From an optimization exercise on the open Yosys and OpenROAD flow, aimed at small area, a short achievable clock period and few clock cycles; shortcuts taken in it are not production practice. No functional check of the RTL was part of any run shown here. Power and IR drop assume default switching activity.

==> flow/design.v, too long to show whole: its modules and the start of the top module <==
// module fp_mult: 1300 lines
// module fa_cell: 6 lines
// module ha_cell: 6 lines
// module xor_cell: 5 lines
module fp_mult(A, B, clk, reset, C, done, flow);
  // ...
==> flow/flow/run.sh <==
#!/bin/bash
set -o pipefail
export BUFFER_PORTS_ARGS="-buffer_cell sky130_fd_sc_hd__buf_4"
bash standard.sh > standard.log 2>&1
==> flow/standard.sh <==
#!/bin/bash
# synth_recipe.tcl (not shown) runs the flow's synth.tcl, then flattens the netlist and writes it again
# the make line also repeats each setting of config.mk as NAME=value (left out here)
make -C /OpenROAD-flow-scripts/flow DESIGN_CONFIG=/design/flow/config.mk WORK_HOME=/design/flow/orfs CLKGATE_MAP_FILE= SYNTH_SCRIPT=/design/flow/synth_recipe.tcl "${@:-finish}"
==> flow/config.mk <==
export PLATFORM = sky130hd
export DESIGN_NAME = fp_mult
export DESIGN_NICKNAME = fp_mult
export VERILOG_FILES = /design/flow/design.v
export SDC_FILE = /design/flow/constraint.sdc
export NUM_CORES = 4
export LEC_CHECK = 0
export ABC_AREA = 1
export CAP_MARGIN = 20
export CORE_MARGIN = 2
export CORE_UTILIZATION = 40
export SLEW_MARGIN = 20
export SYNTH_HIERARCHICAL = 1
==> flow/constraint.sdc <==
create_clock -name core_clock -period 5.0 [get_ports {clk}]
set_input_delay 1.0000 -clock core_clock [delete_from_list [all_inputs] [get_ports {clk}]]
set_output_delay 1.0000 -clock core_clock [all_outputs]
set_load 0.01 [all_outputs]
==> results_dict.tcl, run 1 <==
set metrics [dict create \
    place_inst 3022 \
    root_buffer "clkbuf_16" \
    synth-edff-count 91 \
    internal_power_mw 7.27 \
    place_area_sq_um 20800 \
    cp-end-kind "output port" \
    p_total_mw 15.2 \
    numCtsBuffers 9 \
    worst-path-stages 26 \
    ctsResizeCount 11 \
    busiest_layer "met2" \
    areaGrowthSynthToFinish_pct 14.5 \
    place_ws_ns 0.0704 \
    pg_comb_mw 12.5 \
    max_clock_freq_ghz 0.208 \
    largest_reg_flops 81 \
    wl_met1_um 27800 \
    core-area_sq_um 46600 \
    synth_cell_types 50 \
    taps 607 \
    grt_pass1_vias 16900 \
    area_dominant_class "multi-input combinational cells" \
    seqCellArea_sq_um 2730 \
    status "finished clean" \
    synth_top_area_frac 0.267 \
    drv_slew 0 \
    synth_top_cell_by_area "fa_1" \
    critical-path-max-stage-delay_ns 0.59 \
    viasPerCell 5.48 \
    num-nonclk-buffers 244 \
]
==> run 2: changes to the inputs <==
--- a/flow/design.v
+++ b/flow/design.v
@@ -661,514 +661,483 @@
     wire s618, c619;
     fa_cell u_s618 (.a(s608), .b(s610), .c(s612), .s(s618), .co(c619));
     wire s620, c621;
     fa_cell u_s620 (.a(c595), .b(c597), .c(c599), .s(s620), .co(c621));
     wire s622, c623;
     fa_cell u_s622 (.a(s614), .b(s616), .c(s618), .s(s622), .co(c623));
     wire s624, c625;
     fa_cell u_s624 (.a(c601), .b(s620), .c(s622), .s(s624), .co(c625));
-    wire s626 = ~(pp324 ^ pp26);
-    wire c627 = pp324 | pp26;
-    wire s628, c629;
-    fa_cell u_s628 (.a(pp51), .b(pp76), .c(pp101), .s(s628), .co(c629));
+    wire s626, c627;
+    ha_cell u_s626 (.a(c603), .b(s624), .s(s626), .co(c627));
+    wire s628 = ~(pp324 ^ pp26);
+    wire c629 = pp324 | pp26;
     wire s630, c631;
-    fa_cell u_s630 (.a(pp126), .b(pp151), .c(pp176), .s(s630), .co(c631));
+    fa_cell u_s630 (.a(pp51), .b(pp76), .c(pp101), .s(s630), .co(c631));
     wire s632, c633;
-    fa_cell u_s632 (.a(pp201), .b(pp226), .c(pp251), .s(s632), .co(c633));
+    fa_cell u_s632 (.a(pp126), .b(pp151), .c(pp176), .s(s632), .co(c633));
     wire s634, c635;
-    fa_cell u_s634 (.a(pp276), .b(pp301), .c(s626), .s(s634), .co(c635));
+    fa_cell u_s634 (.a(pp201), .b(pp226), .c(pp251), .s(s634), .co(c635));
     wire s636, c637;
-    fa_cell u_s636 (.a(c607), .b(c609), .c(c611), .s(s636), .co(c637));
+    fa_cell u_s636 (.a(pp276), .b(pp301), .c(s628), .s(s636), .co(c637));
     wire s638, c639;
-    fa_cell u_s638 (.a(c613), .b(s628), .c(s630), .s(s638), .co(c639));
+    fa_cell u_s638 (.a(c607), .b(c609), .c(c611), .s(s638), .co(c639));
     wire s640, c641;
-    fa_cell u_s640 (.a(s632), .b(s634), .c(c615), .s(s640), .co(c641));
+    fa_cell u_s640 (.a(c613), .b(s630), .c(s632), .s(s640), .co(c641));
     wire s642, c643;
-    fa_cell u_s642 (.a(c617), .b(c619), .c(s636), .s(s642), .co(c643));
+    fa_cell u_s642 (.a(s634), .b(s636), .c(c615), .s(s642), .co(c643));
     wire s644, c645;
-    fa_cell u_s644 (.a(s638), .b(c621), .c(s640), .s(s644), .co(c645));
+    fa_cell u_s644 (.a(c617), .b(c619), .c(s638), .s(s644), .co(c645));
     wire s646, c647;
-    fa_cell u_s646 (.a(c623), .b(s642), .c(s644), .s(s646), .co(c647));
-    wire s648 = ~(pp325 ^ c627);
-    wire c649 = pp325 | c627;
-    wire s650, c651;
-    fa_cell u_s650 (.a(pp52), .b(pp77), .c(pp102), .s(s650), .co(c651));
+    fa_cell u_s646 (.a(s640), .b(c621), .c(s642), .s(s646), .co(c647));
+    wire s648, c649;
+    fa_cell u_s648 (.a(c623), .b(s644), .c(s646), .s(s648), .co(c649));
+    wire s650 = ~(pp325 ^ c629);
+    wire c651 = pp325 | c629;
     wire s652, c653;
-    fa_cell u_s652 (.a(pp127), .b(pp152), .c(pp177), .s(s652), .co(c653));
+    fa_cell u_s652 (.a(pp52), .b(pp77), .c(pp102), .s(s652), .co(c653));
     wire s654, c655;
-    fa_cell u_s654 (.a(pp202), .b(pp227), .c(pp252), .s(s654), .co(c655));
+    fa_cell u_s654 (.a(pp127), .b(pp152), .c(pp177), .s(s654), .co(c655));
     wire s656, c657;
-    fa_cell u_s656 (.a(pp277), .b(pp302), .c(c629), .s(s656), .co(c657));
+    fa_cell u_s656 (.a(pp202), .b(pp227), .c(pp252), .s(s656), .co(c657));
     wire s658, c659;
-    fa_cell u_s658 (.a(c631), .b(c633), .c(c635), .s(s658), .co(c659));
+    fa_cell u_s658 (.a(pp277), .b(pp302), .c(c631), .s(s658), .co(c659));
     wire s660, c661;
-    fa_cell u_s660 (.a(s648), .b(s650), .c(s652), .s(s660), .co(c661));
+    fa_cell u_s660 (.a(c633), .b(c635), .c(c637), .s(s660), .co(c661));
     wire s662, c663;
-    fa_cell u_s662 (.a(s654), .b(c637), .c(c639), .s(s662), .co(c663));
+    fa_cell u_s662 (.a(s650), .b(s652), .c(s654), .s(s662), .co(c663));
     wire s664, c665;
-    fa_cell u_s664 (.a(s656), .b(s658), .c(s660), .s(s664), .co(c665));
+    fa_cell u_s664 (.a(s656), .b(c639), .c(c641), .s(s664), .co(c665));
     wire s666, c667;
-    fa_cell u_s666 (.a(c641), .b(c643), .c(s662), .s(s666), .co(c667));
+    fa_cell u_s666 (.a(s658), .b(s660), .c(s662), .s(s666), .co(c667));
     wire s668, c669;
-    fa_cell u_s668 (.a(s664), .b(c645), .c(s666), .s(s668), .co(c669));
+    fa_cell u_s668 (.a(c643), .b(c645), .c(s664), .s(s668), .co(c669));
     wire s670, c671;
-    fa_cell u_s670 (.a(pp326), .b(pp53), .c(pp78), .s(s670), .co(c671));
+    fa_cell u_s670 (.a(s666), .b(c647), .c(s668), .s(s670), .co(c671));
     wire s672, c673;
-    fa_cell u_s672 (.a(pp103), .b(pp128), .c(pp153), .s(s672), .co(c673));
+    fa_cell u_s672 (.a(pp326), .b(pp53), .c(pp78), .s(s672), .co(c673));
     wire s674, c675;
-    fa_cell u_s674 (.a(pp178), .b(pp203), .c(pp228), .s(s674), .co(c675));
+    fa_cell u_s674 (.a(pp103), .b(pp128), .c(pp153), .s(s674), .co(c675));
     wire s676, c677;
-    fa_cell u_s676 (.a(pp253), .b(pp278), .c(pp303), .s(s676), .co(c677));
+    fa_cell u_s676 (.a(pp178), .b(pp203), .c(pp228), .s(s676), .co(c677));
     wire s678, c679;
-    fa_cell u_s678 (.a(c649), .b(c651), .c(c653), .s(s678), .co(c679));
+    fa_cell u_s678 (.a(pp253), .b(pp278), .c(pp303), .s(s678), .co(c679));
     wire s680, c681;
-    fa_cell u_s680 (.a(c655), .b(s670), .c(s672), .s(s680), .co(c681));
+    fa_cell u_s680 (.a(c651), .b(c653), .c(c655), .s(s680), .co(c681));
     wire s682, c683;
-    fa_cell u_s682 (.a(s674), .b(s676), .c(c657), .s(s682), .co(c683));
+    fa_cell u_s682 (.a(c657), .b(s672), .c(s674), .s(s682), .co(c683));
     wire s684, c685;
-    fa_cell u_s684 (.a(c659), .b(c661), .c(s678), .s(s684), .co(c685));
+    fa_cell u_s684 (.a(s676), .b(s678), .c(c659), .s(s684), .co(c685));
     wire s686, c687;
-    fa_cell u_s686 (.a(s680), .b(c663), .c(s682), .s(s686), .co(c687));
+    fa_cell u_s686 (.a(c661), .b(c663), .c(s680), .s(s686), .co(c687));
     wire s688, c689;
-    fa_cell u_s688 (.a(c665), .b(s684), .c(c667), .s(s688), .co(c689));
-    wire s690 = ~(pp327 ^ pp79);
-    wire c691 = pp327 | pp79;
-    wire s692, c693;
-    fa_cell u_s692 (.a(pp104), .b(pp129), .c(pp154), .s(s692), .co(c693));
+    fa_cell u_s688 (.a(s682), .b(c665), .c(s684), .s(s688), .co(c689));
+    wire s690, c691;
+    fa_cell u_s690 (.a(c667), .b(s686), .c(c669), .s(s690), .co(c691));
+    wire s692 = ~(pp327 ^ pp79);
+    wire c693 = pp327 | pp79;
     wire s694, c695;
-    fa_cell u_s694 (.a(pp179), .b(pp204), .c(pp229), .s(s694), .co(c695));
+    fa_cell u_s694 (.a(pp104), .b(pp129), .c(pp154), .s(s694), .co(c695));
     wire s696, c697;
-    fa_cell u_s696 (.a(pp254), .b(pp279), .c(pp304), .s(s696), .co(c697));
+    fa_cell u_s696 (.a(pp179), .b(pp204), .c(pp229), .s(s696), .co(c697));
     wire s698, c699;
-    fa_cell u_s698 (.a(c671), .b(c673), .c(c675), .s(s698), .co(c699));
+    fa_cell u_s698 (.a(pp254), .b(pp279), .c(pp304), .s(s698), .co(c699));
     wire s700, c701;
-    fa_cell u_s700 (.a(c677), .b(s690), .c(s692), .s(s700), .co(c701));
+    fa_cell u_s700 (.a(c673), .b(c675), .c(c677), .s(s700), .co(c701));
     wire s702, c703;
-    fa_cell u_s702 (.a(s694), .b(s696), .c(c679), .s(s702), .co(c703));
+    fa_cell u_s702 (.a(c679), .b(s692), .c(s694), .s(s702), .co(c703));
     wire s704, c705;
-    fa_cell u_s704 (.a(c681), .b(s698), .c(s700), .s(s704), .co(c705));
+    fa_cell u_s704 (.a(s696), .b(s698), .c(c681), .s(s704), .co(c705));
     wire s706, c707;
-    fa_cell u_s706 (.a(c683), .b(s702), .c(c685), .s(s706), .co(c707));
+    fa_cell u_s706 (.a(c683), .b(s700), .c(s702), .s(s706), .co(c707));
     wire s708, c709;
-    fa_cell u_s708 (.a(s704), .b(c687), .c(s706), .s(s708), .co(c709));
+    fa_cell u_s708 (.a(c685), .b(s704), .c(c687), .s(s708), .co(c709));
     wire s710, c711;
-    fa_cell u_s710 (.a(pp328), .b(pp80), .c(pp105), .s(s710), .co(c711));
+    fa_cell u_s710 (.a(s706), .b(c689), .c(s708), .s(s710), .co(c711));
     wire s712, c713;
-    fa_cell u_s712 (.a(pp130), .b(pp155), .c(pp180), .s(s712), .co(c713));
+    fa_cell u_s712 (.a(pp328), .b(pp80), .c(pp105), .s(s712), .co(c713));
     wire s714, c715;
-    fa_cell u_s714 (.a(pp205), .b(pp230), .c(pp255), .s(s714), .co(c715));
+    fa_cell u_s714 (.a(pp130), .b(pp155), .c(pp180), .s(s714), .co(c715));
     wire s716, c717;
-    fa_cell u_s716 (.a(pp280), .b(pp305), .c(c691), .s(s716), .co(c717));
+    fa_cell u_s716 (.a(pp205), .b(pp230), .c(pp255), .s(s716), .co(c717));
     wire s718, c719;
-    fa_cell u_s718 (.a(c693), .b(c695), .c(c697), .s(s718), .co(c719));
+    fa_cell u_s718 (.a(pp280), .b(pp305), .c(c693), .s(s718), .co(c719));
     wire s720, c721;
-    fa_cell u_s720 (.a(s710), .b(s712), .c(s714), .s(s720), .co(c721));
+    fa_cell u_s720 (.a(c695), .b(c697), .c(c699), .s(s720), .co(c721));
     wire s722, c723;
-    fa_cell u_s722 (.a(c699), .b(c701), .c(s716), .s(s722), .co(c723));
+    fa_cell u_s722 (.a(s712), .b(s714), .c(s716), .s(s722), .co(c723));
     wire s724, c725;
-    fa_cell u_s724 (.a(s718), .b(s720), .c(c703), .s(s724), .co(c725));
+    fa_cell u_s724 (.a(c701), .b(c703), .c(s718), .s(s724), .co(c725));
     wire s726, c727;
-    fa_cell u_s726 (.a(c705), .b(s722), .c(s724), .s(s726), .co(c727));
-    wire s728 = ~(pp329 ^ pp106);
-    wire c729 = pp329 | pp106;
-    wire s730, c731;
-    fa_cell u_s730 (.a(pp131), .b(pp156), .c(pp181), .s(s730), .co(c731));
+    fa_cell u_s726 (.a(s720), .b(s722), .c(c705), .s(s726), .co(c727));
+    wire s728, c729;
+    fa_cell u_s728 (.a(c707), .b(s724), .c(s726), .s(s728), .co(c729));
+    wire s730 = ~(pp329 ^ pp106);
+    wire c731 = pp329 | pp106;
     wire s732, c733;
-    fa_cell u_s732 (.a(pp206), .b(pp231), .c(pp256), .s(s732), .co(c733));
+    fa_cell u_s732 (.a(pp131), .b(pp156), .c(pp181), .s(s732), .co(c733));
     wire s734, c735;
-    fa_cell u_s734 (.a(pp281), .b(pp306), .c(c711), .s(s734), .co(c735));
+    fa_cell u_s734 (.a(pp206), .b(pp231), .c(pp256), .s(s734), .co(c735));
     wire s736, c737;
-    fa_cell u_s736 (.a(c713), .b(c715), .c(s728), .s(s736), .co(c737));
+    fa_cell u_s736 (.a(pp281), .b(pp306), .c(c713), .s(s736), .co(c737));
     wire s738, c739;
-    fa_cell u_s738 (.a(s730), .b(s732), .c(c717), .s(s738), .co(c739));
+    fa_cell u_s738 (.a(c715), .b(c717), .c(s730), .s(s738), .co(c739));
     wire s740, c741;
-    fa_cell u_s740 (.a(c719), .b(c721), .c(s734), .s(s740), .co(c741));
+    fa_cell u_s740 (.a(s732), .b(s734), .c(c719), .s(s740), .co(c741));
     wire s742, c743;
-    fa_cell u_s742 (.a(s736), .b(s738), .c(c723), .s(s742), .co(c743));
+    fa_cell u_s742 (.a(c721), .b(c723), .c(s736), .s(s742), .co(c743));
     wire s744, c745;
-    fa_cell u_s744 (.a(s740), .b(c725), .c(s742), .s(s744), .co(c745));
+    fa_cell u_s744 (.a(s738), .b(s740), .c(c725), .s(s744), .co(c745));
     wire s746, c747;
-    fa_cell u_s746 (.a(pp330), .b(pp107), .c(pp132), .s(s746), .co(c747));
+    fa_cell u_s746 (.a(s742), .b(c727), .c(s744), .s(s746), .co(c747));
     wire s748, c749;
-    fa_cell u_s748 (.a(pp157), .b(pp182), .c(pp207), .s(s748), .co(c749));
+    fa_cell u_s748 (.a(pp330), .b(pp107), .c(pp132), .s(s748), .co(c749));
     wire s750, c751;
-    fa_cell u_s750 (.a(pp232), .b(pp257), .c(pp282), .s(s750), .co(c751));
+    fa_cell u_s750 (.a(pp157), .b(pp182), .c(pp207), .s(s750), .co(c751));
     wire s752, c753;
-    fa_cell u_s752 (.a(pp307), .b(c729), .c(c731), .s(s752), .co(c753));
+    fa_cell u_s752 (.a(pp232), .b(pp257), .c(pp282), .s(s752), .co(c753));
     wire s754, c755;
-    fa_cell u_s754 (.a(c733), .b(s746), .c(s748), .s(s754), .co(c755));
+    fa_cell u_s754 (.a(pp307), .b(c731), .c(c733), .s(s754), .co(c755));
     wire s756, c757;
-    fa_cell u_s756 (.a(s750), .b(c735), .c(c737), .s(s756), .co(c757));
+    fa_cell u_s756 (.a(c735), .b(s748), .c(s750), .s(s756), .co(c757));
     wire s758, c759;
-    fa_cell u_s758 (.a(s752), .b(s754), .c(c739), .s(s758), .co(c759));
+    fa_cell u_s758 (.a(s752), .b(c737), .c(c739), .s(s758), .co(c759));
     wire s760, c761;
-    fa_cell u_s760 (.a(c741), .b(s756), .c(s758), .s(s760), .co(c761));
-    wire s762 = ~(pp331 ^ pp133);
-    wire c763 = pp331 | pp133;
-    wire s764, c765;
-    fa_cell u_s764 (.a(pp158), .b(pp183), .c(pp208), .s(s764), .co(c765));
+    fa_cell u_s760 (.a(s754), .b(s756), .c(c741), .s(s760), .co(c761));
+    wire s762, c763;
+    fa_cell u_s762 (.a(c743), .b(s758), .c(s760), .s(s762), .co(c763));
+    wire s764 = ~(pp331 ^ pp133);
+    wire c765 = pp331 | pp133;
     wire s766, c767;
-    fa_cell u_s766 (.a(pp233), .b(pp258), .c(pp283), .s(s766), .co(c767));
+    fa_cell u_s766 (.a(pp158), .b(pp183), .c(pp208), .s(s766), .co(c767));
     wire s768, c769;
-    fa_cell u_s768 (.a(pp308), .b(c747), .c(c749), .s(s768), .co(c769));
+    fa_cell u_s768 (.a(pp233), .b(pp258), .c(pp283), .s(s768), .co(c769));
     wire s770, c771;
-    fa_cell u_s770 (.a(c751), .b(s762), .c(s764), .s(s770), .co(c771));
+    fa_cell u_s770 (.a(pp308), .b(c749), .c(c751), .s(s770), .co(c771));
     wire s772, c773;
-    fa_cell u_s772 (.a(s766), .b(c753), .c(c755), .s(s772), .co(c773));
+    fa_cell u_s772 (.a(c753), .b(s764), .c(s766), .s(s772), .co(c773));
     wire s774, c775;
-    fa_cell u_s774 (.a(s768), .b(s770), .c(c757), .s(s774), .co(c775));
+    fa_cell u_s774 (.a(s768), .b(c755), .c(c757), .s(s774), .co(c775));
     wire s776, c777;
-    fa_cell u_s776 (.a(s772), .b(c759), .c(s774), .s(s776), .co(c777));
+    fa_cell u_s776 (.a(s770), .b(s772), .c(c759), .s(s776), .co(c777));
     wire s778, c779;
-    fa_cell u_s778 (.a(pp332), .b(pp134), .c(pp159), .s(s778), .co(c779));
+    fa_cell u_s778 (.a(s774), .b(c761), .c(s776), .s(s778), .co(c779));
     wire s780, c781;
-    fa_cell u_s780 (.a(pp184), .b(pp209), .c(pp234), .s(s780), .co(c781));
+    fa_cell u_s780 (.a(pp332), .b(pp134), .c(pp159), .s(s780), .co(c781));
     wire s782, c783;
-    fa_cell u_s782 (.a(pp259), .b(pp284), .c(pp309), .s(s782), .co(c783));
+    fa_cell u_s782 (.a(pp184), .b(pp209), .c(pp234), .s(s782), .co(c783));
     wire s784, c785;
-    fa_cell u_s784 (.a(c763), .b(c765), .c(c767), .s(s784), .co(c785));
+    fa_cell u_s784 (.a(pp259), .b(pp284), .c(pp309), .s(s784), .co(c785));
     wire s786, c787;
-    fa_cell u_s786 (.a(s778), .b(s780), .c(s782), .s(s786), .co(c787));
+    fa_cell u_s786 (.a(c765), .b(c767), .c(c769), .s(s786), .co(c787));
     wire s788, c789;
-    fa_cell u_s788 (.a(c769), .b(c771), .c(s784), .s(s788), .co(c789));
+    fa_cell u_s788 (.a(s780), .b(s782), .c(s784), .s(s788), .co(c789));
     wire s790, c791;
-    fa_cell u_s790 (.a(s786), .b(c773), .c(s788), .s(s790), .co(c791));
-    wire s792 = ~(pp333 ^ pp160);
-    wire c793 = pp333 | pp160;
+    fa_cell u_s790 (.a(c771), .b(c773), .c(s786), .s(s790), .co(c791));
+    wire s792, c793;
+    fa_cell u_s792 (.a(s788), .b(c775), .c(s790), .s(s792), .co(c793));
     wire s794, c795;
-    fa_cell u_s794 (.a(pp185), .b(pp210), .c(pp235), .s(s794), .co(c795));
-    wire s796, c797;
-    fa_cell u_s796 (.a(pp260), .b(pp285), .c(pp310), .s(s796), .co(c797));
+    ha_cell u_s794 (.a(c777), .b(s792), .s(s794), .co(c795));
+    wire s796 = ~(pp333 ^ pp160);
+    wire c797 = pp333 | pp160;
     wire s798, c799;
-    fa_cell u_s798 (.a(c779), .b(c781), .c(c783), .s(s798), .co(c799));
+    fa_cell u_s798 (.a(pp185), .b(pp210), .c(pp235), .s(s798), .co(c799));
     wire s800, c801;
-    fa_cell u_s800 (.a(s792), .b(s794), .c(s796), .s(s800), .co(c801));
+    fa_cell u_s800 (.a(pp260), .b(pp285), .c(pp310), .s(s800), .co(c801));
     wire s802, c803;
-    fa_cell u_s802 (.a(c785), .b(c787), .c(s798), .s(s802), .co(c803));
+    fa_cell u_s802 (.a(c781), .b(c783), .c(c785), .s(s802), .co(c803));
     wire s804, c805;
-    fa_cell u_s804 (.a(s800), .b(c789), .c(s802), .s(s804), .co(c805));
+    fa_cell u_s804 (.a(s796), .b(s798), .c(s800), .s(s804), .co(c805));
     wire s806, c807;
-    fa_cell u_s806 (.a(pp334), .b(pp161), .c(pp186), .s(s806), .co(c807));
+    fa_cell u_s806 (.a(c787), .b(c789), .c(s802), .s(s806), .co(c807));
     wire s808, c809;
-    fa_cell u_s808 (.a(pp211), .b(pp236), .c(pp261), .s(s808), .co(c809));
+    fa_cell u_s808 (.a(s804), .b(c791), .c(s806), .s(s808), .co(c809));
     wire s810, c811;
-    fa_cell u_s810 (.a(pp286), .b(pp311), .c(c793), .s(s810), .co(c811));
+    ha_cell u_s810 (.a(c793), .b(s808), .s(s810), .co(c811));
     wire s812, c813;
-    fa_cell u_s812 (.a(c795), .b(c797), .c(s806), .s(s812), .co(c813));
+    fa_cell u_s812 (.a(pp334), .b(pp161), .c(pp186), .s(s812), .co(c813));
     wire s814, c815;
-    fa_cell u_s814 (.a(s808), .b(c799), .c(c801), .s(s814), .co(c815));
+    fa_cell u_s814 (.a(pp211), .b(pp236), .c(pp261), .s(s814), .co(c815));
     wire s816, c817;
-    fa_cell u_s816 (.a(s810), .b(s812), .c(c803), .s(s816), .co(c817));
-    wire s818 = ~(pp335 ^ pp187);
-    wire c819 = pp335 | pp187;
+    fa_cell u_s816 (.a(pp286), .b(pp311), .c(c797), .s(s816), .co(c817));
+    wire s818, c819;
+    fa_cell u_s818 (.a(c799), .b(c801), .c(s812), .s(s818), .co(c819));
     wire s820, c821;
-    fa_cell u_s820 (.a(pp212), .b(pp237), .c(pp262), .s(s820), .co(c821));
+    fa_cell u_s820 (.a(s814), .b(c803), .c(c805), .s(s820), .co(c821));
     wire s822, c823;
-    fa_cell u_s822 (.a(pp287), .b(pp312), .c(c807), .s(s822), .co(c823));
+    fa_cell u_s822 (.a(s816), .b(s818), .c(c807), .s(s822), .co(c823));
     wire s824, c825;
-    fa_cell u_s824 (.a(c809), .b(s818), .c(s820), .s(s824), .co(c825));
-    wire s826, c827;
-    fa_cell u_s826 (.a(c811), .b(c813), .c(s822), .s(s826), .co(c827));
+    fa_cell u_s824 (.a(s820), .b(c809), .c(s822), .s(s824), .co(c825));
+    wire s826 = ~(pp335 ^ pp187);
+    wire c827 = pp335 | pp187;
     wire s828, c829;
-    fa_cell u_s828 (.a(s824), .b(c815), .c(s826), .s(s828), .co(c829));
+    fa_cell u_s828 (.a(pp212), .b(pp237), .c(pp262), .s(s828), .co(c829));
     wire s830, c831;
-    fa_cell u_s830 (.a(pp336), .b(pp188), .c(pp213), .s(s830), .co(c831));
+    fa_cell u_s830 (.a(pp287), .b(pp312), .c(c813), .s(s830), .co(c831));
     wire s832, c833;
-    fa_cell u_s832 (.a(pp238), .b(pp263), .c(pp288), .s(s832), .co(c833));
+    fa_cell u_s832 (.a(c815), .b(s826), .c(s828), .s(s832), .co(c833));
     wire s834, c835;
-    fa_cell u_s834 (.a(pp313), .b(c819), .c(c821), .s(s834), .co(c835));
+    fa_cell u_s834 (.a(c817), .b(c819), .c(s830), .s(s834), .co(c835));
     wire s836, c837;
-    fa_cell u_s836 (.a(s830), .b(s832), .c(c823), .s(s836), .co(c837));
+    fa_cell u_s836 (.a(s832), .b(c821), .c(s834), .s(s836), .co(c837));
     wire s838, c839;
-    fa_cell u_s838 (.a(c825), .b(s834), .c(s836), .s(s838), .co(c839));
-    wire s840 = ~(pp337 ^ pp214);
-    wire c841 = pp337 | pp214;
+    ha_cell u_s838 (.a(c823), .b(s836), .s(s838), .co(c839));
+    wire s840, c841;
+    fa_cell u_s840 (.a(pp336), .b(pp188), .c(pp213), .s(s840), .co(c841));
     wire s842, c843;
-    fa_cell u_s842 (.a(pp239), .b(pp264), .c(pp289), .s(s842), .co(c843));
+    fa_cell u_s842 (.a(pp238), .b(pp263), .c(pp288), .s(s842), .co(c843));
     wire s844, c845;
-    fa_cell u_s844 (.a(pp314), .b(c831), .c(c833), .s(s844), .co(c845));
+    fa_cell u_s844 (.a(pp313), .b(c827), .c(c829), .s(s844), .co(c845));
     wire s846, c847;
-    fa_cell u_s846 (.a(s840), .b(s842), .c(c835), .s(s846), .co(c847));
+    fa_cell u_s846 (.a(s840), .b(s842), .c(c831), .s(s846), .co(c847));
     wire s848, c849;
-    fa_cell u_s848 (.a(s844), .b(c837), .c(s846), .s(s848), .co(c849));
+    fa_cell u_s848 (.a(c833), .b(s844), .c(s846), .s(s848), .co(c849));
     wire s850, c851;
-    fa_cell u_s850 (.a(pp338), .b(pp215), .c(pp240), .s(s850), .co(c851));
-    wire s852, c853;
-    fa_cell u_s852 (.a(pp265), .b(pp290), .c(pp315), .s(s852), .co(c853));
+    fa_cell u_s850 (.a(c835), .b(s848), .c(c837), .s(s850), .co(c851));
+    wire s852 = ~(pp337 ^ pp214);
+    wire c853 = pp337 | pp214;
     wire s854, c855;
-    fa_cell u_s854 (.a(c841), .b(c843), .c(s850), .s(s854), .co(c855));
+    fa_cell u_s854 (.a(pp239), .b(pp264), .c(pp289), .s(s854), .co(c855));
     wire s856, c857;
-    fa_cell u_s856 (.a(s852), .b(c845), .c(s854), .s(s856), .co(c857));
+    fa_cell u_s856 (.a(pp314), .b(c841), .c(c843), .s(s856), .co(c857));
     wire s858, c859;
-    ha_cell u_s858 (.a(c847), .b(s856), .s(s858), .co(c859));
-    wire s860 = ~(pp339 ^ pp241);
-    wire c861 = pp339 | pp241;
+    fa_cell u_s858 (.a(s852), .b(s854), .c(c845), .s(s858), .co(c859));
+    wire s860, c861;
+    fa_cell u_s860 (.a(s856), .b(c847), .c(s858), .s(s860), .co(c861));
     wire s862, c863;
-    fa_cell u_s862 (.a(pp266), .b(pp291), .c(pp316), .s(s862), .co(c863));
+    ha_cell u_s862 (.a(c849), .b(s860), .s(s862), .co(c863));
     wire s864, c865;
-    fa_cell u_s864 (.a(c851), .b(c853), .c(s860), .s(s864), .co(c865));
+    fa_cell u_s864 (.a(pp338), .b(pp215), .c(pp240), .s(s864), .co(c865));
     wire s866, c867;
-    fa_cell u_s866 (.a(s862), .b(c855), .c(s864), .s(s866), .co(c867));
+    fa_cell u_s866 (.a(pp265), .b(pp290), .c(pp315), .s(s866), .co(c867));
     wire s868, c869;
-    ha_cell u_s868 (.a(c857), .b(s866), .s(s868), .co(c869));
+    fa_cell u_s868 (.a(c853), .b(c855), .c(s864), .s(s868), .co(c869));
     wire s870, c871;
-    fa_cell u_s870 (.a(pp340), .b(pp242), .c(pp267), .s(s870), .co(c871));
+    fa_cell u_s870 (.a(s866), .b(c857), .c(s868), .s(s870), .co(c871));
     wire s872, c873;
-    fa_cell u_s872 (.a(pp292), .b(pp317), .c(c861), .s(s872), .co(c873));
-    wire s874, c875;
-    fa_cell u_s874 (.a(c863), .b(s870), .c(c865), .s(s874), .co(c875));
+    fa_cell u_s872 (.a(c859), .b(s870), .c(c861), .s(s872), .co(c873));
+    wire s874 = ~(pp339 ^ pp241);
+    wire c875 = pp339 | pp241;
     wire s876, c877;
-    fa_cell u_s876 (.a(s872), .b(s874), .c(c867), .s(s876), .co(c877));
-    wire s878 = ~(pp341 ^ pp268);
-    wire c879 = pp341 | pp268;
+    fa_cell u_s876 (.a(pp266), .b(pp291), .c(pp316), .s(s876), .co(c877));
+    wire s878, c879;
+    fa_cell u_s878 (.a(c865), .b(c867), .c(s874), .s(s878), .co(c879));
     wire s880, c881;
-    fa_cell u_s880 (.a(pp293), .b(pp318), .c(c871), .s(s880), .co(c881));
+    fa_cell u_s880 (.a(s876), .b(c869), .c(s878), .s(s880), .co(c881));
     wire s882, c883;
-    fa_cell u_s882 (.a(s878), .b(c873), .c(s880), .s(s882), .co(c883));
+    ha_cell u_s882 (.a(c871), .b(s880), .s(s882), .co(c883));
     wire s884, c885;
-    ha_cell u_s884 (.a(c875), .b(s882), .s(s884), .co(c885));
+    fa_cell u_s884 (.a(pp340), .b(pp242), .c(pp267), .s(s884), .co(c885));
     wire s886, c887;
-    fa_cell u_s886 (.a(pp342), .b(pp269), .c(pp294), .s(s886), .co(c887));
+    fa_cell u_s886 (.a(pp292), .b(pp317), .c(c875), .s(s886), .co(c887));
     wire s888, c889;
-    fa_cell u_s888 (.a(pp319), .b(c879), .c(s886), .s(s888), .co(c889));
+    fa_cell u_s888 (.a(c877), .b(s884), .c(c879), .s(s888), .co(c889));
     wire s890, c891;
-    fa_cell u_s890 (.a(c881), .b(s888), .c(c883), .s(s890), .co(c891));
-    wire s892 = ~(pp343 ^ pp295);
-    wire c893 = pp343 | pp295;
+    fa_cell u_s890 (.a(s886), .b(s888), .c(c881), .s(s890), .co(c891));
+    wire s892 = ~(pp341 ^ pp268);
+    wire c893 = pp341 | pp268;
     wire s894, c895;
-    fa_cell u_s894 (.a(pp320), .b(c887), .c(s892), .s(s894), .co(c895));
+    fa_cell u_s894 (.a(pp293), .b(pp318), .c(c885), .s(s894), .co(c895));
     wire s896, c897;
-    ha_cell u_s896 (.a(c889), .b(s894), .s(s896), .co(c897));
+    fa_cell u_s896 (.a(s892), .b(c887), .c(s894), .s(s896), .co(c897));
     wire s898, c899;
-    fa_cell u_s898 (.a(pp344), .b(pp296), .c(pp321), .s(s898), .co(c899));
+    ha_cell u_s898 (.a(c889), .b(s896), .s(s898), .co(c899));
     wire s900, c901;
-    fa_cell u_s900 (.a(c893), .b(s898), .c(c895), .s(s900), .co(c901));
-    wire s902 = ~(pp345 ^ pp322);
-    wire c903 = pp345 | pp322;
+    fa_cell u_s900 (.a(pp342), .b(pp269), .c(pp294), .s(s900), .co(c901));
+    wire s902, c903;
+    fa_cell u_s902 (.a(pp319), .b(c893), .c(s900), .s(s902), .co(c903));
     wire s904, c905;
-    ha_cell u_s904 (.a(c899), .b(s902), .s(s904), .co(c905));
-    wire s906 = ~c903;
-    wire c907 = c903;
-    wire g908 = pp27 & pp1;
-    wire p909 = pp27 ^ pp1;
-    wire g910 = pp28 & s346;
-    wire p911 = pp28 ^ s346;
-    wire g912 = c347 & s348;
-    wire p913 = c347 ^ s348;
-    wire g914 = s352 & s350;
-    wire p915 = s352 ^ s350;
-    wire g916 = s354 & s356;
-    wire p917 = s354 ^ s356;
-    wire g918 = s362 & s360;
-    wire p919 = s362 ^ s360;
-    wire g920 = s366 & s368;
-    wire p921 = s366 ^ s368;
-    wire g922 = c369 & s376;
-    wire p923 = c369 ^ s376;
-    wire g924 = s382 & s384;
-    wire p925 = s382 ^ s384;
-    wire g926 = s392 & s394;
-    wire p927 = s392 ^ s394;
-    wire g928 = c395 & s404;
-    wire p929 = c395 ^ s404;
-    wire g930 = c405 & s416;
-    wire p931 = c405 ^ s416;
-    wire g932 = s426 & s428;
-    wire p933 = s426 ^ s428;
-    wire g934 = c429 & s442;
-    wire p935 = c429 ^ s442;
-    wire g936 = c443 & s456;
-    wire p937 = c443 ^ s456;
-    wire g938 = c457 & s472;
-    wire p939 = c457 ^ s472;
-    wire g940 = c473 & s488;
-    wire p941 = c473 ^ s488;
-    wire g942 = c489 & s506;
-    wire p943 = c489 ^ s506;
-    wire g944 = s522 & s524;
-    wire p945 = s522 ^ s524;
-    wire g946 = c525 & s544;
-    wire p947 = c525 ^ s544;
-    wire g948 = c545 & s564;
-    wire p949 = c545 ^ s564;
-    wire G950 = 1'b0 | (pp2 & g908);
-    wire P951 = 1'b0;
-    wire G952 = g910 | (p911 & G950);
-    wire P953 = 1'b0;
-    wire G954 = g912 | (p913 & G952);
-    wire P955 = 1'b0;
-    wire G956 = g914 | (p915 & G954);
-    wire P957 = 1'b0;
-    wire G958 = g916 | (p917 & G956);
-    wire P959 = 1'b0;
-    wire G960 = g918 | (p919 & G958);
-    wire P961 = 1'b0;
-    wire G962 = g920 | (p921 & G960);
-    wire P963 = 1'b0;
-    wire G964 = g922 | (p923 & G962);
+    fa_cell u_s904 (.a(c895), .b(s902), .c(c897), .s(s904), .co(c905));
+    wire s906 = ~(pp343 ^ pp295);
+    wire c907 = pp343 | pp295;
+    wire s908, c909;
+    fa_cell u_s908 (.a(pp320), .b(c901), .c(s906), .s(s908), .co(c909));
+    wire s910, c911;
+    ha_cell u_s910 (.a(c903), .b(s908), .s(s910), .co(c911));
+    wire s912, c913;
+    fa_cell u_s912 (.a(pp344), .b(pp296), .c(pp321), .s(s912), .co(c913));
+    wire s914, c915;
+    fa_cell u_s914 (.a(c907), .b(s912), .c(c909), .s(s914), .co(c915));
+    wire s916 = ~(pp345 ^ pp322);
+    wire c917 = pp345 | pp322;
+    wire s918, c919;
+    ha_cell u_s918 (.a(c913), .b(s916), .s(s918), .co(c919));
+    wire s920 = ~c917;
+    wire c921 = c917;
+    wire g922 = pp27 & pp1;
+    wire p923 = pp27 ^ pp1;
+    wire g924 = pp28 & s346;
+    wire p925 = pp28 ^ s346;
+    wire g926 = c347 & s348;
+    wire p927 = c347 ^ s348;
+    wire g928 = s352 & s350;
+    wire p929 = s352 ^ s350;
+    wire g930 = s354 & s356;
+    wire p931 = s354 ^ s356;
+    wire g932 = s362 & s360;
+    wire p933 = s362 ^ s360;
+    wire g934 = s366 & s368;
+    wire p935 = s366 ^ s368;
+    wire g936 = c369 & s376;
+    wire p937 = c369 ^ s376;
+    wire g938 = s382 & s384;
+    wire p939 = s382 ^ s384;
+    wire g940 = s392 & s394;
+    wire p941 = s392 ^ s394;
+    wire g942 = c395 & s404;
+    wire p943 = c395 ^ s404;
+    wire g944 = c405 & s416;
+    wire p945 = c405 ^ s416;
+    wire g946 = s426 & s428;
+    wire p947 = s426 ^ s428;
+    wire g948 = c429 & s442;
+    wire p949 = c429 ^ s442;
+    wire g950 = c443 & s456;
+    wire p951 = c443 ^ s456;
+    wire g952 = c457 & s472;
+    wire p953 = c457 ^ s472;
+    wire g954 = c473 & s488;
+    wire p955 = c473 ^ s488;
+    wire g956 = c489 & s506;
+    wire p957 = c489 ^ s506;
+    wire g958 = s522 & s524;
+    wire p959 = s522 ^ s524;
+    wire g960 = c525 & s544;
+    wire p961 = c525 ^ s544;
+    wire g962 = c545 & s564;
+    wire p963 = c545 ^ s564;
+    wire G964 = 1'b0 | (pp2 & g922);
     wire P965 = 1'b0;
     wire G966 = g924 | (p925 & G964);
     wire P967 = 1'b0;
     wire G968 = g926 | (p927 & G966);
     wire P969 = 1'b0;
-    wire G970 = g930 | (p931 & g928);
-    wire P971 = p931 & p929;
-    reg [81:0] r_m;           
+    wire G970 = g928 | (p929 & G968);
+    wire P971 = 1'b0;
+    wire G972 = g930 | (p931 & G970);
+    wire P973 = 1'b0;
+    wire G974 = g932 | (p933 & G972);
+    wire P975 = 1'b0;
+    wire G976 = g934 | (p935 & G974);
+    wire P977 = 1'b0;
+    wire G978 = g936 | (p937 & G976);
+    wire P979 = 1'b0;
+    wire G980 = g938 | (p939 & G978);
+    wire P981 = 1'b0;
+    wire G982 = g940 | (p941 & G980);
+    wire P983 = 1'b0;
+    wire G984 = g944 | (p945 & g942);
+    wire P985 = p945 & p943;
+    wire G986 = G984 | (P985 & G982);
+    wire P987 = 1'b0;
+    wire G988 = g946 | (p947 & G986);
+    wire P989 = 1'b0;
+    reg [74:0] r_m;           
     reg [8:0] r_esum;
     reg r_sign;
     reg r_done;
     always @(posedge clk) begin
         if (reset) begin
-            r_m <= {s564, c545, s544, c525, s524, s522, s506, c489, s488, c473, s472, c457, s456, c443, s442, c429, s428, s426, P971, G970, P969, G968, s906, c905, c901, s904, s900, c897, c891, s896, s890, c885, c877, s884, s876, c869, s868, c859, c849, s858, s848, c839, c829, s838, c827, s828, c817, s816, c805, s814, s804, c791, c777, s790, c775, s776, c761, c745, s760, c743, s744, c727, c709, s726, c707, s708, c689, s688, c669, s686, s668, c647, s646, c625, c605, s624, c603, c585, s604, c583, s584, c565};
+            r_m <= {s564, c545, s544, c525, s524, s522, s506, c489, s488, c473, s472, c457, s456, c443, s442, c429, P989, G988, s920, c919, c915, s918, s914, c911, c905, s910, s904, c899, c891, s898, s890, c883, c873, s882, s872, c863, c851, s862, s850, c839, c825, s838, s824, c811, s810, c795, c779, s794, s778, c763, c747, s762, c745, s746, c729, c711, s728, c709, s710, c691, s690, c671, s688, s670, c649, s648, c627, c625, c605, s626, c585, s604, c583, s584, c565};
             r_esum <= {1'b0, A[30:23]} + {1'b0, B[30:23]};
             r_sign <= A[31] ^ B[31];
             r_done <= 1'b1;
         end
     end
-    wire s972;
-    xor_cell u_s972 (.a(r_m[0]), .b(r_m[1]), .y(s972));
-    wire c973 = r_m[0] & r_m[1];
-    wire s974, c975;
-    fa_cell u_s974 (.a(r_m[2]), .b(r_m[3]), .c(r_m[4]), .s(s974), .co(c975));
-    wire s976, c977;
-    fa_cell u_s976 (.a(r_m[5]), .b(r_m[6]), .c(r_m[7]), .s(s976), .co(c977));
-    wire s978;
-    xor_cell u_s978 (.a(r_m[8]), .b(r_m[9]), .y(s978));
-    wire c979 = r_m[8] & r_m[9];
-    wire s980;
-    xor_cell u_s980 (.a(r_m[10]), .b(r_m[11]), .y(s980));
-    wire c981 = r_m[10] & r_m[11];
-    wire s982, c983;
-    fa_cell u_s982 (.a(r_m[12]), .b(r_m[13]), .c(r_m[14]), .s(s982), .co(c983));
-    wire s984;
-    xor_cell u_s984 (.a(r_m[15]), .b(r_m[16]), .y(s984));
-    wire c985 = r_m[15] & r_m[16];
-    wire s986, c987;
-    fa_cell u_s986 (.a(r_m[17]), .b(r_m[18]), .c(r_m[19]), .s(s986), .co(c987));
-    wire s988;
-    xor_cell u_s988 (.a(r_m[20]), .b(r_m[21]), .y(s988));
-    wire c989 = r_m[20] & r_m[21];
     wire s990, c991;
-    fa_cell u_s990 (.a(r_m[22]), .b(r_m[23]), .c(r_m[24]), .s(s990), .co(c991));
-    wire s992;
-    xor_cell u_s992 (.a(r_m[25]), .b(r_m[26]), .y(s992));
-    wire c993 = r_m[25] & r_m[26];
+    ha_cell u_s990 (.a(r_m[0]), .b(r_m[1]), .s(s990), .co(c991));
+    wire s992, c993;
+    fa_cell u_s992 (.a(r_m[2]), .b(r_m[3]), .c(r_m[4]), .s(s992), .co(c993));
     wire s994, c995;
-    fa_cell u_s994 (.a(r_m[27]), .b(r_m[28]), .c(r_m[29]), .s(s994), .co(c995));
-    wire s996;
-    xor_cell u_s996 (.a(r_m[30]), .b(r_m[31]), .y(s996));
-    wire c997 = r_m[30] & r_m[31];
+    ha_cell u_s994 (.a(r_m[5]), .b(r_m[6]), .s(s994), .co(c995));
+    wire s996, c997;
+    fa_cell u_s996 (.a(r_m[7]), .b(r_m[8]), .c(r_m[9]), .s(s996), .co(c997));
     wire s998, c999;
-    fa_cell u_s998 (.a(r_m[32]), .b(r_m[33]), .c(r_m[34]), .s(s998), .co(c999));
-    wire s1000;
-    xor_cell u_s1000 (.a(r_m[35]), .b(r_m[36]), .y(s1000));
-    wire c1001 = r_m[35] & r_m[36];
+    ha_cell u_s998 (.a(r_m[10]), .b(r_m[11]), .s(s998), .co(c999));
+    wire s1000, c1001;
+    fa_cell u_s1000 (.a(r_m[12]), .b(r_m[13]), .c(r_m[14]), .s(s1000), .co(c1001));
     wire s1002, c1003;
-    fa_cell u_s1002 (.a(r_m[37]), .b(r_m[38]), .c(r_m[39]), .s(s1002), .co(c1003));
-    wire s1004;
-    xor_cell u_s1004 (.a(r_m[40]), .b(r_m[41]), .y(s1004));
-    wire c1005 = r_m[40] & r_m[41];
-    wire s1006;
-    xor_cell u_s1006 (.a(r_m[42]), .b(r_m[43]), .y(s1006));
-    wire c1007 = r_m[42] & r_m[43];
-    wire s1008;
-    xor_cell u_s1008 (.a(r_m[44]), .b(r_m[45]), .y(s1008));
-    wire c1009 = r_m[44] & r_m[45];
-    wire s1010;
-    xor_cell u_s1010 (.a(r_m[46]), .b(r_m[47]), .y(s1010));
-    wire c1011 = r_m[46] & r_m[47];
-    wire s1012;
-    xor_cell u_s1012 (.a(r_m[48]), .b(r_m[49]), .y(s1012));
-    wire c1013 = r_m[48] & r_m[49];
-    wire s1014;
-    xor_cell u_s1014 (.a(r_m[50]), .b(r_m[51]), .y(s1014));
-    wire c1015 = r_m[50] & r_m[51];
-    wire s1016;
-    xor_cell u_s1016 (.a(r_m[52]), .b(r_m[53]), .y(s1016));
-    wire c1017 = r_m[52] & r_m[53];
-    wire s1018;
-    xor_cell u_s1018 (.a(r_m[54]), .b(r_m[55]), .y(s1018));
-    wire c1019 = r_m[54] & r_m[55];
-    wire s1020;
-    xor_cell u_s1020 (.a(r_m[56]), .b(r_m[57]), .y(s1020));
-    wire c1021 = r_m[56] & r_m[57];
-    wire s1022;
-    xor_cell u_s1022 (.a(r_m[58]), .b(r_m[59]), .y(s1022));
-    wire c1023 = r_m[58] & r_m[59];
-    wire g1024 = r_m[64] & r_m[65];
-    wire p1025 = r_m[64] ^ r_m[65];
-    wire g1026 = r_m[66] & r_m[67];
-    wire p1027 = r_m[66] ^ r_m[67];
-    wire g1028 = r_m[68] & r_m[69];
-    wire p1029 = r_m[68] ^ r_m[69];
-    wire g1030 = r_m[70] & r_m[71];
-    wire p1031 = r_m[70] ^ r_m[71];
-    wire g1032 = r_m[72] & r_m[73];
-    wire p1033 = r_m[72] ^ r_m[73];
-    wire g1034 = r_m[74] & r_m[75];
-    wire p1035 = r_m[74] ^ r_m[75];
-    wire g1036 = r_m[76] & r_m[77];
-    wire p1037 = r_m[76] ^ r_m[77];
-    wire g1038 = r_m[78] & r_m[79];
-    wire p1039 = r_m[78] ^ r_m[79];
-    wire g1040 = r_m[80] & r_m[81];
-    wire p1041 = r_m[80] ^ r_m[81];
-    wire G1042 = r_m[62] | (r_m[63] & r_m[60]);
-    wire P1043 = 1'b0;
-    wire G1044 = g1024 | (p1025 & G1042);
-    wire P1045 = 1'b0;
-    wire G1046 = g1028 | (p1029 & g1026);
-    wire P1047 = p1029 & p1027;
-    wire G1048 = g1032 | (p1033 & g1030);
-    wire P1049 = p1033 & p1031;
-    wire G1050 = g1036 | (p1037 & g1034);
-    wire P1051 = p1037 & p1035;
-    wire G1052 = g1040 | (p1041 & g1038);
-    wire P1053 = p1041 & p1039;
-    wire G1054 = G1046 | (P1047 & G1044);
-    wire P1055 = 1'b0;
-    wire G1056 = G1050 | (P1051 & G1048);
-    wire P1057 = P1051 & P1049;
-    wire G1058 = G1056 | (P1057 & G1054);
+    ha_cell u_s1002 (.a(r_m[15]), .b(r_m[16]), .s(s1002), .co(c1003));
+    wire s1004, c1005;
+    fa_cell u_s1004 (.a(r_m[17]), .b(r_m[18]), .c(r_m[19]), .s(s1004), .co(c1005));
+    wire s1006, c1007;
+    ha_cell u_s1006 (.a(r_m[20]), .b(r_m[21]), .s(s1006), .co(c1007));
+    wire s1008, c1009;
+    fa_cell u_s1008 (.a(r_m[22]), .b(r_m[23]), .c(r_m[24]), .s(s1008), .co(c1009));
+    wire s1010, c1011;
+    ha_cell u_s1010 (.a(r_m[25]), .b(r_m[26]), .s(s1010), .co(c1011));
+    wire s1012, c1013;
+    ha_cell u_s1012 (.a(r_m[27]), .b(r_m[28]), .s(s1012), .co(c1013));
+    wire s1014, c1015;
+    ha_cell u_s1014 (.a(r_m[29]), .b(r_m[30]), .s(s1014), .co(c1015));
+    wire s1016, c1017;
+    ha_cell u_s1016 (.a(r_m[31]), .b(r_m[32]), .s(s1016), .co(c1017));
+    wire s1018, c1019;
+    ha_cell u_s1018 (.a(r_m[33]), .b(r_m[34]), .s(s1018), .co(c1019));
+    wire s1020, c1021;
+    ha_cell u_s1020 (.a(r_m[35]), .b(r_m[36]), .s(s1020), .co(c1021));
+    wire s1022, c1023;
+    ha_cell u_s1022 (.a(r_m[37]), .b(r_m[38]), .s(s1022), .co(c1023));
+    wire s1024, c1025;
+    ha_cell u_s1024 (.a(r_m[39]), .b(r_m[40]), .s(s1024), .co(c1025));
+    wire s1026, c1027;
+    ha_cell u_s1026 (.a(r_m[41]), .b(r_m[42]), .s(s1026), .co(c1027));
+    wire s1028, c1029;
+    ha_cell u_s1028 (.a(r_m[43]), .b(r_m[44]), .s(s1028), .co(c1029));
+    wire s1030, c1031;
+    ha_cell u_s1030 (.a(r_m[45]), .b(r_m[46]), .s(s1030), .co(c1031));
+    wire s1032, c1033;
+    ha_cell u_s1032 (.a(r_m[47]), .b(r_m[48]), .s(s1032), .co(c1033));
+    wire s1034, c1035;
+    ha_cell u_s1034 (.a(r_m[49]), .b(r_m[50]), .s(s1034), .co(c1035));
+    wire s1036, c1037;
+    ha_cell u_s1036 (.a(r_m[51]), .b(r_m[52]), .s(s1036), .co(c1037));
+    wire s1038, c1039;
+    ha_cell u_s1038 (.a(r_m[53]), .b(r_m[54]), .s(s1038), .co(c1039));
+    wire s1040, c1041;
+    ha_cell u_s1040 (.a(r_m[55]), .b(r_m[56]), .s(s1040), .co(c1041));
+    wire g1042 = r_m[59] & r_m[60];
+    wire p1043 = r_m[59] ^ r_m[60];
+    wire g1044 = r_m[61] & r_m[62];
+    wire p1045 = r_m[61] ^ r_m[62];
+    wire g1046 = r_m[63] & r_m[64];
+    wire p1047 = r_m[63] ^ r_m[64];
+    wire g1048 = r_m[65] & r_m[66];
+    wire p1049 = r_m[65] ^ r_m[66];
+    wire g1050 = r_m[67] & r_m[68];
+    wire p1051 = r_m[67] ^ r_m[68];
+    wire g1052 = r_m[69] & r_m[70];
+    wire p1053 = r_m[69] ^ r_m[70];
+    wire g1054 = r_m[71] & r_m[72];
+    wire p1055 = r_m[71] ^ r_m[72];
+    wire g1056 = r_m[73] & r_m[74];
+    wire p1057 = r_m[73] ^ r_m[74];
+    wire G1058 = g1042 | (p1043 & r_m[57]);
     wire P1059 = 1'b0;
-    wire G1060 = G1052 | (P1053 & G1058);
-    wire P1061 = 1'b0;
-    wire cin = G1060;
-    wire [25:0] r_a = {c1021, c1019, c1017, c1015, c1013, c1011, c1009, c1007, c1005, s1004, c1001, s1000, c997, s996, c993, s992, c989, s988, c985, s984, c981, c979, s978, c975, c973, s972};
-    wire [24:0] r_b = {s1022, s1020, s1018, s1016, s1014, s1012, s1010, s1008, s1006, c1003, s1002, c999, s998, c995, s994, c991, s990, c987, s986, c983, s982, s980, c977, s976, s974};
+    wire G1060 = g1046 | (p1047 & g1044);
+    wire P1061 = p1047 & p1045;
+    wire G1062 = g1050 | (p1051 & g1048);
+    wire P1063 = p1051 & p1049;
+    wire G1064 = g1054 | (p1055 & g1052);
+    wire P1065 = p1055 & p1053;
+    wire G1066 = G1060 | (P1061 & G1058);
+    wire P1067 = 1'b0;
+    wire G1068 = G1064 | (P1065 & G1062);
+    wire P1069 = P1065 & P1063;
+    wire G1070 = G1068 | (P1069 & G1066);
+    wire P1071 = 1'b0;
+    wire G1072 = g1056 | (p1057 & G1070);
+    wire P1073 = 1'b0;
+    wire cin = G1072;
+    wire [25:0] r_a = {c1039, c1037, c1035, c1033, c1031, c1029, c1027, c1025, c1023, c1021, c1019, c1017, c1015, c1013, c1011, s1010, c1007, s1006, c1003, s1002, c999, s998, c995, s994, c991, s990};
+    wire [24:0] r_b = {s1040, s1038, s1036, s1034, s1032, s1030, s1028, s1026, s1024, s1022, s1020, s1018, s1016, s1014, s1012, c1009, s1008, c1005, s1004, c1001, s1000, c997, s996, c993, s992};
     wire [24:0] xa = r_a[25:1];
     wire [24:0] xb = r_b;
     wire [24:0] gg = xa & xb;
-    wire [24:0] pp;
-    xor_cell u_pp0 (.a(xa[0]), .b(xb[0]), .y(pp[0]));
-    xor_cell u_pp1 (.a(xa[1]), .b(xb[1]), .y(pp[1]));
-    xor_cell u_pp2 (.a(xa[2]), .b(xb[2]), .y(pp[2]));
-    xor_cell u_pp3 (.a(xa[3]), .b(xb[3]), .y(pp[3]));
-    xor_cell u_pp4 (.a(xa[4]), .b(xb[4]), .y(pp[4]));
-    xor_cell u_pp5 (.a(xa[5]), .b(xb[5]), .y(pp[5]));
-    xor_cell u_pp6 (.a(xa[6]), .b(xb[6]), .y(pp[6]));
-    xor_cell u_pp7 (.a(xa[7]), .b(xb[7]), .y(pp[7]));
-    xor_cell u_pp8 (.a(xa[8]), .b(xb[8]), .y(pp[8]));
-    xor_cell u_pp9 (.a(xa[9]), .b(xb[9]), .y(pp[9]));
-    xor_cell u_pp10 (.a(xa[10]), .b(xb[10]), .y(pp[10]));
-    xor_cell u_pp11 (.a(xa[11]), .b(xb[11]), .y(pp[11]));
-    xor_cell u_pp12 (.a(xa[12]), .b(xb[12]), .y(pp[12]));
-    xor_cell u_pp13 (.a(xa[13]), .b(xb[13]), .y(pp[13]));
-    xor_cell u_pp14 (.a(xa[14]), .b(xb[14]), .y(pp[14]));
-    xor_cell u_pp15 (.a(xa[15]), .b(xb[15]), .y(pp[15]));
-    xor_cell u_pp16 (.a(xa[16]), .b(xb[16]), .y(pp[16]));
-    xor_cell u_pp17 (.a(xa[17]), .b(xb[17]), .y(pp[17]));
-    xor_cell u_pp18 (.a(xa[18]), .b(xb[18]), .y(pp[18]));
-    xor_cell u_pp19 (.a(xa[19]), .b(xb[19]), .y(pp[19]));
-    xor_cell u_pp20 (.a(xa[20]), .b(xb[20]), .y(pp[20]));
-    xor_cell u_pp21 (.a(xa[21]), .b(xb[21]), .y(pp[21]));
-    xor_cell u_pp22 (.a(xa[22]), .b(xb[22]), .y(pp[22]));
-    xor_cell u_pp23 (.a(xa[23]), .b(xb[23]), .y(pp[23]));
-    xor_cell u_pp24 (.a(xa[24]), .b(xb[24]), .y(pp[24]));
+    wire [24:0] pp = xa ^ xb;
     wire G0_1 = gg[1] | (pp[1] & gg[0]);
     wire P0_1 = pp[1] & pp[0];
     wire G0_3 = gg[3] | (pp[3] & gg[2]);
     wire P0_3 = pp[3] & pp[2];
     wire G0_5 = gg[5] | (pp[5] & gg[4]);
     wire P0_5 = pp[5] & pp[4];
     wire G0_7 = gg[7] | (pp[7] & gg[6]);
     wire P0_7 = pp[7] & pp[6];
@@ -1305,13 +1274,8 @@
     assign co = (a & b) | (a & c) | (b & c);
 endmodule
 module ha_cell(a, b, s, co);
     input a, b;
     output s, co;
     assign s = a ^ b;
     assign co = a & b;
 endmodule
-module xor_cell(a, b, y);
-    input a, b;
-    output y;
-    assign y = a ^ b;
-endmodule
==> results_dict.tcl, run 2 <==
set metrics [dict create \
    grt_pass1_wl_um 95300 \
    hold_ws_ns 0.920 \
    viasPerCell 5.56 \
    die_width_um 217 \
    synth_area_leaders "fa_1 (28%), xor2_1 (15%), edfxtp_1 (14%), o22ai_1 (9.2%), ha_1 (8.6%)" \
    start_kind "register" \
    cp-end-kind "output port" \
    die_h_um 217 \
    setup_viol 0 \
    drt-total-wl_um 61900 \
    tightest_slew_ns 0.751 \
    std_cell_rows 78 \
    finalSetupTns_ns 0 \
    maxCapViolCount 0 \
    numCtsBuffers 9 \
    cts_max_path_buffers 2 \
    root_buffer "clkbuf_16" \
    overflow 0 \
    synthCells 2106 \
    fin_util 0.466 \
    grt_pass1_vias 15700 \
    p_total_mw 17.3 \
    synth_top_flop_cell "edfxtp_1" \
    critPathKind "register to output port" \
    drtIter0Drc 1444 \
    drive_above_1_share 0.168 \
    port_buffers 99 \
    wire_per_inst_um 21.9 \
    largest_reg_flops 74 \
    core-area_sq_um 45100 \
    diodes 0 \
    critPathMaxFanout 6 \
    gp_congestion 0.954 \
    layout_commonest_cell "nand2_1" \
    fin_crit_ns 4.86 \
    route.vias.total 15700 \
    yosys_warnings 7 \
    grt_usage 0.265 \
    synth_top_area_frac 0.282 \
    max_clock_freq_ghz 0.206 \
    place_area_sq_um 20200 \
    status "finished clean" \
    leakage_nw 9.47 \
    cts_tree "yes" \
    synth_cell_types 44 \
    path_clk_slew_ns 0.07 \
    drv_slew 0 \
    dp_hpwl_um 49900 \
    antenna_found_initial 0 \
    syn-num-nets 2553 \
    htree_levels 3 \
    relSlewSlack 0.499 \
    rsz0062_at_grt "true" \
    ir_worst_vdd_mv 0.568 \
    ant_nets 0 \
    die_area_sq_um 47100 \
    layout_common_cells "nand2_1 (319), xor2_1 (300), o22ai_1 (268), fa_1 (253), buf_4 (241)" \
    crit_required_ns 4.00 \
    fin_crit_sh 0.973 \
    syn_area_sq_um 18200 \
    critPathArrivalTime_ns 3.86 \
    min_path_type "primary input to register" \
    areaGrowthSynthToFinish_pct 15.9 \
    nNetsFinal 2672 \
    yosysSeqAreaShare 0.139 \
    ys_ff_latch 84 \
    worstHoldStart "B[23]" \
    ioPinCount 101 \
    synth_most_common_cell "nand2_1" \
    start_util 0.403 \
    hold_depth 2 \
    finalHoldViolCount 0 \
    yosys-top-cells-count "nand2_1 (337), xor2_1 (302), o22ai_1 (268)" \
    async_flop_share 0 \
    clock-sinks 84 \
    top_register "r_m" \
    top_regs "r_m (74), r_esum (9), r_sign (1)" \
    synth_top_cell_by_area "fa_1" \
    drc 0 \
    synth-edff-count 84 \
    syn_area_per_cell_sq_um 8.62 \
    grt_start_max_net_pins 50 \
    whs_endpoint "r_esum[0]$_DFFE_PP_" \
    final_area_sq_um 21000 \
    power-per-cell-area_nw_per_um2 825 \
    first_pass_iters 5 \
]
-- run 2: changes by cell type in the layout (fill, tap and decap cells not counted), moves of 8 or more --
cell and change:
a21oi_1 +17, buf_4 +26, ha_1 +40, inv_1 -93
nand2_1 -148, nand3_1 -47, nand3_2 -16, nand4_1 -12
o21ai_0 +8, xor2_1 +10
-- run 2: repair_timing --
action	in CTS	in global routing
setup buffers	5	10
hold buffers	0	0
gates cloned	0	1
pin swaps	5	30
gates resized for setup	23	65
endpoints found under the setup margin	32	32
-- run 2: kinds of logic (layout without fill, tap and decap cells) --
kind of cell	count (synthesis)	after routing	share of synthesized area
buf+inv	368	491	0.0791
other cells	1	1	0.000207
compound gates	454	454	0.147
flops	84	84	0.139
xor+xnor	303	303	0.146
fa+ha+maj	381	381	0.369
mux	1	1	0.000551
simple gates	514	514	0.119
-- run 2: modules after synthesis, one instance, submodules excluded --
| module | flops+latches | times used |
|---|---|---|
| fp_mult | 84 | 1 |
| ha_cell | 0 | 50 |
| fa_cell | 0 | 250 |
-- run 2: layout make-up --
class                           instances  area, sq um
Clock buffer                            9          225
Clock inverter                          6         88.8
Fill cell                            4367        24100
Multi-Input combinational cell       1654        14500
Timing Repair Buffer                  261         2140
Inverter                              215          830
Sequential cell                        84         2520
Tap cell                              600          751
-- run 2: routing by layer --
layer	up-vias	GRT usage	routed length [um]	part of all wire
li1	7242	-	-	-
met1	7681	0.376	27500	0.44
met2	717	0.410	27600	0.45
met3	98	0.0464	4790	0.077
met4	0	0.0852	2030	0.033
met5	-	0	0	0
-- run 2: power breakdown --
part	switching, mW	internal (mW)
Clock	0.302	0.435
Sequential	0.157	1.64
Combinational	8.63	6.18
-- run 2: per-stage QoR --
stage | setup slack (ns) | std cells
2_1_floorplan | 0.00745 | 2106
3_3_place_gp | -0.00462 | 2798
3_5_place_dp | -0.0409 | 2798
4_1_cts | 0.00446 | 2818
5_1_grt | -0.0416 | 2829
6_report | 0.137 | 2829
-- run 2: worst max path at each step --
stage | slack, ns | to | cells after the start | from
after global placement | -0.005 | r_m[1]$_DFFE_PP_ | 12 | B[13]
final | 0.14 | C[16] | 23 | r_m[4]$_DFFE_PP_
after floorplan | 0.007 | r_m[1]$_DFFE_PP_ | 14 | B[9]
after detailed placement | -0.04 | r_m[1]$_DFFE_PP_ | 12 | B[13]
after global routing | -0.04 | C[30] | 24 | r_m[3]$_DFFE_PP_
after CTS | 0.004 | C[15] | 24 | r_m[2]$_DFFE_PP_
-- run 2: critical path, cell delays in order, from the launching register on --
cell      delay, ns
edfxtp_1       0.43
fa_1           0.49
ha_2           0.20
fa_2           0.36
nand3_1        0.09
nand2_2        0.08
nand4_1        0.09
nand2_2        0.10
nand2_2        0.10
nand2_4        0.06
nand2_4        0.08
nand2_1        0.07
nand2_2        0.08
nand2_4        0.09
inv_6          0.08
nand2_4        0.06
nand2_8        0.12
nor2_8         0.04
nand2_4        0.06
nand4_4        0.21
buf_6          0.20
o21ai_2        0.14
buf_4          0.14
buf_4          0.11

re-timing with driven ports:
No port has a modelled driver above. Below, the same layouts with a new extraction and two added sets of constraints. Step 1 assumes that a clkbuf_16 drives the clock port and a buf_2 every other input. Step 2 adds t to the input delays and takes it off the output delays; t is the mean of the earliest and latest rising clock arrival at the registers after step 1. Input paths then give back, and output paths get back, about the clock's delay inside the block. a / b / c = ideal ports / drivers / drivers and shift; a / b = the first two.
run | t, ns | setup slack, ns | cell pins on the clock port's net
run 1 | 0.435 | 0.191 / 0.138 / 0.040 | 1
run 2 | 0.415 | 0.137 / 0.088 / -0.116 | 1
With both steps, setup timing fails in run 2, where it was met with ideal ports. The setup slack of run 2, which loses most, moves by -0.049 ns with the drivers and by -0.253 ns with both steps.
